From an optimization exercise on the open Yosys and OpenROAD flow, aimed at small area and a short achievable clock period; shortcuts taken in it are not production practice.
RTL that was checked went through simulation tests only; none was proved equivalent to the original.
Power figures rest on the tool's default switching activity, not on a simulated workload.

rev 12:
==> flow/design.v <==
module RAM (
	input        clk,
	input        reset,
	input        we,
	input  [7:0] col_oh,
	input  [7:0] row_oh,
	input  [7:0] wdata,
	output [7:0] rdata
);
	reg [7:0] mem [0:63];
	wire [7:0] wd  = reset ? 8'd0 : wdata;
	wire [7:0] wcol_n = ~(col_oh | {8{reset}});
	wire [7:0] wrow_n = ~((row_oh & {8{we}}) | {8{reset}});
	wire [7:0] rcol_n = ~col_oh;
	wire [7:0] rrow_n = ~(row_oh & {8{!we}});
	wire [7:0] row [0:7];
	genvar t, s, b;
	generate
		for (t = 0; t < 8; t = t + 1) begin : row_g
			wire [7:0] rsel;
			for (s = 0; s < 8; s = s + 1) begin : col_g
				wire en;
				Nor2 en_g (.a(wcol_n[s]), .b(wrow_n[t]), .y(en));
				Nor2 rsel_g (.a(rcol_n[s]), .b(rrow_n[t]), .y(rsel[s]));
				always @(posedge clk)
					if (en)
						mem[t*8+s] <= wd;
			end
			for (b = 0; b < 8; b = b + 1) begin : rbit_g
				AndOr8 col_mux (
					.sel(rsel),
					.d({mem[t*8+7][b], mem[t*8+6][b], mem[t*8+5][b], mem[t*8+4][b],
					    mem[t*8+3][b], mem[t*8+2][b], mem[t*8+1][b], mem[t*8+0][b]}),
					.y(row[t][b])
				);
			end
		end
		for (b = 0; b < 8; b = b + 1) begin : rout_g
			Or8 row_or (
				.d({row[7][b], row[6][b], row[5][b], row[4][b],
				    row[3][b], row[2][b], row[1][b], row[0][b]}),
				.y(rdata[b])
			);
		end
	endgenerate
endmodule
module Or8 (
	input  [7:0] d,
	output       y
);
	assign y = |d;
endmodule
module AndOr8 (
	input  [7:0] sel,
	input  [7:0] d,
	output       y
);
	assign y = |(sel & d);
endmodule
module Nor2 (
	input  a,
	input  b,
	output y
);
	assign y = ~(a | b);
endmodule
module Cache (
	input        clk,
	input        reset,
	input  [7:0] set_oh,
	input  [2:0] tag,
	output       hit
);
	reg [2:0] mru [0:7];
	reg [2:0] lru [0:7];
	reg [7:0] valid;
	wire [2:0] mru_s, lru_s;
	wire       valid_s;
	genvar b, g;
	generate
		for (b = 0; b < 3; b = b + 1) begin : sel_g
			AndOr8 mru_mux (
				.sel(set_oh),
				.d({mru[7][b], mru[6][b], mru[5][b], mru[4][b],
				    mru[3][b], mru[2][b], mru[1][b], mru[0][b]}),
				.y(mru_s[b])
			);
			AndOr8 lru_mux (
				.sel(set_oh),
				.d({lru[7][b], lru[6][b], lru[5][b], lru[4][b],
				    lru[3][b], lru[2][b], lru[1][b], lru[0][b]}),
				.y(lru_s[b])
			);
		end
	endgenerate
	AndOr8 valid_mux (.sel(set_oh), .d(valid), .y(valid_s));
	wire hit_m = valid_s && (mru_s == tag);
	wire hit_l = valid_s && (lru_s == tag);
	assign hit = hit_m || hit_l;
	wire [2:0] lru_d = valid_s ? mru_s : tag;
	generate
		for (g = 0; g < 8; g = g + 1) begin : set_g
			always @(posedge clk) begin
				if (reset)
					valid[g] <= 1'b0;
				else if (set_oh[g])
					valid[g] <= 1'b1;
				if (set_oh[g])
					mru[g] <= tag;
				if (set_oh[g] && !hit_m)
					lru[g] <= lru_d;
			end
		end
	endgenerate
endmodule
module MemorySystem	(
	input clk,
	input reset,
	input RWB,
	input [5:0] address,
	input [7:0] data,
	output hit,
	output [7:0] MemSysOut
);
	wire [7:0] set_oh = 8'd1 << address[2:0];
	wire [7:0] tag_oh = 8'd1 << address[5:3];
	Cache cache1 (
		.clk(clk), .reset(reset), .set_oh(set_oh), .tag(address[5:3]), .hit(hit)
	) ;
	RAM ram1 (
		.clk(clk), .reset(reset), .we(RWB), .col_oh(set_oh), .row_oh(tag_oh),
		.wdata(data), .rdata(MemSysOut)
	) ;
endmodule
export LEC_CHECK = 0
export CAP_MARGIN = 20
export CORE_MARGIN = 2
export CORE_UTILIZATION = 40
export CTS_BUF_LIST = sky130_fd_sc_hd__clkbuf_16
export CTS_CLUSTER_DIAMETER = 100
export CTS_CLUSTER_SIZE = 30
export PLACE_DENSITY = 0.6
export SETUP_SLACK_MARGIN = 5
export SLEW_MARGIN = 20
export SYNTH_HIERARCHICAL = 1
export TNS_END_PERCENT = 5
create_clock -name core_clock -period 10.0 [get_ports {clk}]
run.sh (not shown) runs the stock make flow with config.mk's settings and CLKGATE_MAP_FILE= SYNTH_SCRIPT=/design/flow/synth_recipe.tcl, a recipe that flattens the netlist after the stock synthesis.
What rev 13 does differently from rev 12 at the input level:
--- a/flow/design.v
+++ b/flow/design.v
@@ -10,46 +10,42 @@
 	reg [7:0] mem [0:63];
 	wire [7:0] wd  = reset ? 8'd0 : wdata;
 	wire [7:0] wcol_n = ~(col_oh | {8{reset}});
 	wire [7:0] wrow_n = ~((row_oh & {8{we}}) | {8{reset}});
-	wire [7:0] rcol_n = ~col_oh;
-	wire [7:0] rrow_n = ~(row_oh & {8{!we}});
-	wire [7:0] row [0:7];
+	wire [7:0] rrow = row_oh & {8{!we}};
 	genvar t, s, b;
 	generate
 		for (t = 0; t < 8; t = t + 1) begin : row_g
-			wire [7:0] rsel;
 			for (s = 0; s < 8; s = s + 1) begin : col_g
 				wire en;
 				Nor2 en_g (.a(wcol_n[s]), .b(wrow_n[t]), .y(en));
-				Nor2 rsel_g (.a(rcol_n[s]), .b(rrow_n[t]), .y(rsel[s]));
 				always @(posedge clk)
 					if (en)
 						mem[t*8+s] <= wd;
 			end
+		end
+	endgenerate
+	wire [7:0] row [0:7];
+	generate
+		for (t = 0; t < 8; t = t + 1) begin : rrow_g
 			for (b = 0; b < 8; b = b + 1) begin : rbit_g
 				AndOr8 col_mux (
-					.sel(rsel),
+					.sel(col_oh),
 					.d({mem[t*8+7][b], mem[t*8+6][b], mem[t*8+5][b], mem[t*8+4][b],
 					    mem[t*8+3][b], mem[t*8+2][b], mem[t*8+1][b], mem[t*8+0][b]}),
 					.y(row[t][b])
 				);
 			end
 		end
 		for (b = 0; b < 8; b = b + 1) begin : rout_g
-			Or8 row_or (
+			AndOr8 row_mux (
+				.sel(rrow),
 				.d({row[7][b], row[6][b], row[5][b], row[4][b],
 				    row[3][b], row[2][b], row[1][b], row[0][b]}),
 				.y(rdata[b])
 			);
 		end
 	endgenerate
-endmodule
-module Or8 (
-	input  [7:0] d,
-	output       y
-);
-	assign y = |d;
 endmodule
 module AndOr8 (
 	input  [7:0] sel,
 	input  [7:0] d,
Results
- Rev 13: proportion of power drawn by the clock network is 0.5 points lower than what rev 12 reported.
- MemSysOut[2] as the capture point of the critical path was reported by rev 12, and MemSysOut[0] by rev 13.
- Core utilization down 0.36 points in rev 13 wrt rev 12
- Rev 12 → rev 13: routed length on met2 flat, layout net count down 51, clock group total power flat, wire length of the first global-routing pass up about 0.6%, area of all placed cells without fillers down 230 sq um.
- Compared with rev 12, in rev 13 floorplan die height held; period utilization lower.
- In rev 13, logic gate share of total power is higher than in rev 12.
No functional check of the RTL was part of rev 12.

what the ideal ports hide:
No port has a modelled driver above. Below, the same layouts with a new extraction and two added sets of constraints. Step 1 (the two cells are an assumption about what drives the block):
set clk [get_ports {clk}]
set_driving_cell -lib_cell sky130_fd_sc_hd__clkbuf_16 $clk
set_driving_cell -lib_cell sky130_fd_sc_hd__buf_2 [delete_from_list [all_inputs] $clk]
Step 2 moves the port delays by t, midway between the first and last clock arrival at a register: inputs arrive t later, outputs are due t later. That takes back most of the time a late clock gives input paths. a / b / c = ideal ports / drivers / drivers and shift; a / b = the first two.
run | t (ns) | setup slack, ns | worst setup path at the end
rev 12 | 0.629 | 4.045 / 3.988 / 3.988 | input to output
rev 13 | 0.623 | 4.150 / 4.022 / 4.022 | input to output
After both steps setup and hold are still met in every run listed. The setup slack of rev 13, which loses most, moves by -0.128 ns with the drivers and by -0.128 ns with both steps.
